What follows belongs to an exercise in optimizing a design on an open flow for small area; a production flow would make more cautious choices. The RTL of this run was laid out without a check of its function. No activity file was given, so power comes from the tool's default toggle rates.

`flow/config.mk`:
```
export PLATFORM = sky130hd
export DESIGN_NAME = RISCVunicycle
export DESIGN_NICKNAME = RISCVunicycle
export VERILOG_FILES = /design/flow/design.v
export SDC_FILE = /design/flow/constraint.sdc
export NUM_CORES = 4
export LEC_CHECK = 0
export CAP_MARGIN = 20
export CORE_MARGIN = 2
export CORE_UTILIZATION = 70
export SETUP_SLACK_MARGIN = 0
export SLEW_MARGIN = 20
export SYNTH_HIERARCHICAL = 1
export SYNTH_MINIMUM_KEEP_SIZE = 0
```
`flow/constraint.sdc`:
```
create_clock -name core_clock -period 10.0 [get_ports {clk}]
set_input_delay 2.0000 -clock core_clock [delete_from_list [all_inputs] [get_ports {clk}]]
set_output_delay 2.0000 -clock core_clock [all_outputs]
set_load 0.01 [all_outputs]
```
`flow/run.sh`:
```
#!/bin/bash
# synth_recipe.tcl (not shown) runs the flow's synth.tcl, then flattens the netlist and writes it again
# the make line also repeats each setting of config.mk as NAME=value (left out here)
make -C /OpenROAD-flow-scripts/flow DESIGN_CONFIG=/design/flow/config.mk WORK_HOME=/design/flow/orfs CLKGATE_MAP_FILE= SYNTH_SCRIPT=/design/flow/synth_recipe.tcl finish
```
`flow/design.v`:
```
module pc_register (
    input  wire        clk,
    input  wire        rst,
    input  wire [31:0] pcnext,
    output reg  [31:0] pc
);
    always @(posedge clk, posedge rst)
        if (rst) pc <= 32'b0;
        else     pc <= pcnext;
endmodule
module register_file (
    input  wire        clk,
    input  wire        we,
    input  wire [4:0]  a1,
    input  wire [4:0]  a2,
    input  wire [4:0]  a3,
    input  wire [31:0] wd,
    output wire [31:0] rd1,
    output wire [31:0] rd2
);
    reg  [31:0] r [1:31];
    wire [31:1] s1, s2;
    genvar i, b;
    generate for (i = 1; i < 32; i = i + 1) begin : regs
        always @(posedge clk)
            if (we && a3 == i) r[i] <= wd;
        assign s1[i] = a1 == i;
        assign s2[i] = a2 == i;
    end endgenerate
    generate for (b = 0; b < 32; b = b + 1) begin : bits
        wire [31:1] col;
        for (i = 1; i < 32; i = i + 1) begin : c
            assign col[i] = r[i][b];
        end
        rmux m1 (.s(s1), .d(col), .y(rd1[b]));
        rmux m2 (.s(s2), .d(col), .y(rd2[b]));
    end endgenerate
endmodule
module rmux (
    input  wire [31:1] s,
    input  wire [31:1] d,
    output wire y
);
    assign y = |(s & d);
endmodule
module imm_ext (
    input  wire [31:0] instr,
    output wire [31:0] imm,
    output wire [31:0] pcimm
);
    wire [4:0] op = instr[6:2];
    wire is_s = ~op[4] & op[3] & ~op[2];
    wire is_u = op[2] & op[0];
    wire s31 = instr[31];
    assign imm[0]     = is_u ? 1'b0 : (is_s ? instr[7] : instr[20]);
    assign imm[4:1]   = is_u ? 4'b0 : (is_s ? instr[11:8] : instr[24:21]);
    assign imm[10:5]  = is_u ? 6'b0 : instr[30:25];
    assign imm[11]    = is_u ? 1'b0 : s31;
    assign imm[31:12] = is_u ? instr[31:12] : {20{s31}};
    wire is_j = op[1];
    assign pcimm[0]     = 1'b0;
    assign pcimm[4:1]   = is_j ? instr[24:21] : instr[11:8];
    assign pcimm[10:5]  = instr[30:25];
    assign pcimm[11]    = is_j ? instr[20] : instr[7];
    assign pcimm[19:12] = is_j ? instr[19:12] : {8{s31}};
    assign pcimm[31:20] = {12{s31}};
endmodule
module alu (
    input  wire [2:0]  f3,
    input  wire        alt,
    input  wire        is_alu,
    input  wire        is_lui,
    input  wire        is_jmp,
    input  wire        sub,
    input  wire [31:0] a,
    input  wire [31:0] b,
    input  wire [31:0] uimm,
    input  wire [31:0] pc4,
    output wire [31:0] y,
    output wire        eq,
    output wire        lt,
    output wire [31:0] sum
);
    wire [31:0] bx = b ^ {32{sub}};
    wire [32:0] s = {1'b0, a} + {1'b0, bx} + {32'b0, sub};
    assign sum = s[31:0];
    wire ltu = ~s[32];
    assign lt = (a[31] ^ b[31]) ? a[31] : s[31];
    wire [31:0] x = a ^ b;
    assign eq = ~|x;
    wire left = ~f3[2];
    wire [31:0] ar;
    genvar i;
    generate for (i = 0; i < 32; i = i + 1) begin : rev
        assign ar[i] = left ? a[31 - i] : a[i];
    end endgenerate
    wire fill = alt & a[31] & ~left;
    wire [31:0] sr = $signed({fill, ar}) >>> b[4:0];
    wire [31:0] srr;
    generate for (i = 0; i < 32; i = i + 1) begin : rev2
        assign srr[i] = sr[31 - i];
    end endgenerate
    wire o_add = is_alu & (f3 == 3'b000);
    wire o_sll = is_alu & (f3 == 3'b001);
    wire o_slt = is_alu & (f3 == 3'b010);
    wire o_slu = is_alu & (f3 == 3'b011);
    wire o_xor = is_alu & (f3 == 3'b100);
    wire o_sr  = is_alu & (f3 == 3'b101);
    wire o_or  = is_alu & (f3 == 3'b110);
    wire o_and = is_alu & (f3 == 3'b111);
    wire o_sum = o_add | ~(is_alu | is_lui | is_jmp);
    assign y = ({32{o_sum}} & sum) | ({32{o_sll}} & srr) | ({32{o_sr}} & sr) |
               ({32{o_xor}} & x) | ({32{o_or}} & (a | b)) | ({32{o_and}} & (a & b)) |
               {31'b0, (o_slt & lt) | (o_slu & ltu)} |
               ({32{is_lui}} & uimm) | ({32{is_jmp}} & pc4);
endmodule
module maindeco (
    input  wire [31:0] instr,
    output wire is_jal, is_jalr, is_br, is_lui, is_lw, is_alu, use_imm, reg_write,
    output wire MemWrite, MemRead, sub
);
    wire [4:0] op = instr[6:2];
    assign is_jal    = op[1];
    assign is_jalr   = op[0] & ~op[2] & ~op[1];
    assign is_br     = op[4] & ~op[0];
    assign is_lui    = op[2] & op[0];
    assign is_lw     = ~op[3] & ~op[2];
    assign MemRead   = is_lw;
    assign MemWrite  = ~op[4] & op[3] & ~op[2];
    assign is_alu    = op[2] & ~op[0];                        
    wire   is_r      = op[3] & op[2] & ~op[0];
    assign use_imm   = ~(is_r | is_br);
    assign reg_write = ~(op[3] & ~op[2] & ~op[0]);            
    wire [2:0] f3 = instr[14:12];
    assign sub = is_br | (is_alu & ~f3[2] & f3[1]) | (is_r & instr[30] & (f3 == 3'b000));
endmodule
module RISCVunicycle (
    input  wire        clk,
    input  wire        rst,
    input  wire [31:0] instr,
    input  wire [31:0] ReadData,
    output wire [31:0] PC,
    output wire        MemWrite,
    output wire        MemRead,
    output wire [31:0] ALUResult,
    output wire [31:0] WriteData
);
    wire        is_jal, is_jalr, is_br, is_lui, is_lw, is_alu, use_imm, reg_write, sub;
    wire [31:0] imm, pcimm;
    wire [31:0] SrcA, rs2;
    wire [31:0] SrcB;
    wire [31:0] alu_y;
    wire        eq, lt;
    wire [31:0] PCPlus4;
    wire [31:0] Result;
    maindeco dec (
        .instr(instr), .is_jal(is_jal), .is_jalr(is_jalr), .is_br(is_br),
        .is_lui(is_lui), .is_lw(is_lw), .is_alu(is_alu), .use_imm(use_imm),
        .reg_write(reg_write), .MemWrite(MemWrite), .MemRead(MemRead), .sub(sub)
    );
    imm_ext immx (.instr(instr), .imm(imm), .pcimm(pcimm));
    register_file rf (
        .clk(clk), .we(reg_write), .a1(instr[19:15]), .a2(instr[24:20]),
        .a3(instr[11:7]), .wd(Result), .rd1(SrcA), .rd2(rs2)
    );
    assign WriteData = rs2;
    assign SrcB = use_imm ? imm : rs2;
    alu alu (
        .f3(instr[14:12]), .alt(instr[30]), .is_alu(is_alu), .is_lui(is_lui),
        .is_jmp(is_jal | is_jalr), .sub(sub), .a(SrcA), .b(SrcB), .uimm(imm),
        .pc4(PCPlus4), .y(alu_y), .eq(eq), .lt(lt), .sum(ALUResult)
    );
    assign Result = is_lw ? ReadData : alu_y;
    wire taken = is_br & (instr[14] ? (lt ^ instr[12]) : (eq ^ instr[12]));
    wire [31:0] PCTarget = PC + pcimm;
    assign PCPlus4 = PC + 32'd4;
    wire [31:0] PCNext = is_jalr ? ALUResult : ((taken | is_jal) ? PCTarget : PCPlus4);
    pc_register pcr (.clk(clk), .rst(rst), .pcnext(PCNext), .pc(PC));
endmodule
```
==> impl_metrics.csv <==
group,metric,value,unit
clock_tree,cts_setup_buffers,0,
status,status,"did not finish",
clock_tree,cts-htree-levels,3,
clock_tree,root_buffer,"clkbuf_16",
synth,synth.distinct_cells,102,
synth,syn_nets,4222,
global_route,grt-ovfl-total,46,
placement,dp_hpwl,159,mm
die,std_cell_rows,100,
synth,synth_flop_cell,"edfxtp_1",
placement,io_buffers,161,
synth,ys_seq_area_share,58.0,%
synth,avgSynthCellArea,13.1,um2
status,lastStage,"5_1_grt",
global_route,grt_max_degree,42,
clock_tree,cts-buffers-inserted,95,
placement,gp_congestion,1.15,
clock_tree,hold_buffers,0,
die,die_x,278,um
die,ios,164,
synth,ys.warnings.count,9,
synth,synth-edff-count,992,
synth,syn_inst,4026,
synth,async_flop_share,3.13,%
die,start_util,70.8,%
synth,synth_seq_cells,1024,
global_route,grt.total_usage,77.1,%
die,fp.dieH,278,um
synth,syn-cell-area,52700,um2
clock_tree,clk_path_buf_depth,3,
status,firstError,"[ERROR GRT-0232] Routing congestion too high. Check the congestion heatmap in the GUI.",
clock_tree,cts_sinks,1024,
-- worst max-delay path by stage --
stage,slack (ps),cells after the start,end,from
2_1_floorplan,630,22,ALUResult[31],instr[24]
3_3_place_gp,-6,20,ALUResult[28],instr[21]
3_5_place_dp,-30,20,ALUResult[28],instr[22]
4_1_cts,10,20,ALUResult[30],instr[22]
-- synth_stat cells (65+ instances only) --
cell type  number  area [um2]
or4_1          65         488
a22oi_1       778        5840
o21ai_0        85         425
a21oi_1       106         531
inv_1          89         334
edfxtp_1      992       29800
nand2_1       160         601
ha_1          128        1600
nand3_1       164         821
nand4_1       148         926
clkbuf_1       71         267
xor2_1         66         578
nor2_1        186         698
a22o_1         66         578
mux2_2        100        1130
a222oi_1       95         951
-- power by group through the flow --
| stage | clock, W | sequential [W] | combinational (W) |
|---|---|---|---|
| after floorplan | 0 | 0.00555 | 0.00223 |
| after global placement | 0 | 0.00560 | 0.00446 |
| after detailed placement | 0 | 0.00561 | 0.00454 |
| after CTS | 0.00352 | 0.00553 | 0.00459 |
-- modules after synthesis (local to each module, per instance) --
module	cells inside	times used	cell area, um2
RISCVunicycle	506	1	3700
alu	969	1	7160
imm_ext	94	1	657
maindeco	14	1	98.8
pc_register	33	1	805
register_file	1130	1	30400
rmux	20	64	154
-- per-layer routing --
layer / global-route usage [%] / overflow
met5: 30.2 / 1
met4: 76.5 / 23
met3: 63.8 / 0
met2: 92.2 / 22
met1: 77.2 / 0
-- cells by family after synthesis --
kind of cell               after synthesis  synth area share (%)
and+or+nand+nor                        879                  8.79
buffers and inverters                  222                  1.88
xor gates and xnor gates               115                  1.94
other                                    1               0.00712
adders and majority gates              130                  3.11
muxes                                  192                  4.56
AOI/OAI and AO/OA                     1463                  21.7
DFF                                   1024                  58.0
-- timing repair --
item | CTS
gates cloned | 0
hold endpoints to repair | 0
endpoints found under the setup margin | 5
gates resized for setup | 11
-- metrics by stage --
stage	cell area, um2	worst slack (ps)	TNS [ps]	std cells	utilization (%)
global placement	58800	-5.99	-5.99	5442	79.0
floorplan	52700	626	0	4026	-
detailed placement	58900	-28.9	-28.9	5448	79.2
CTS	61900	9.71	0	5617	83.2
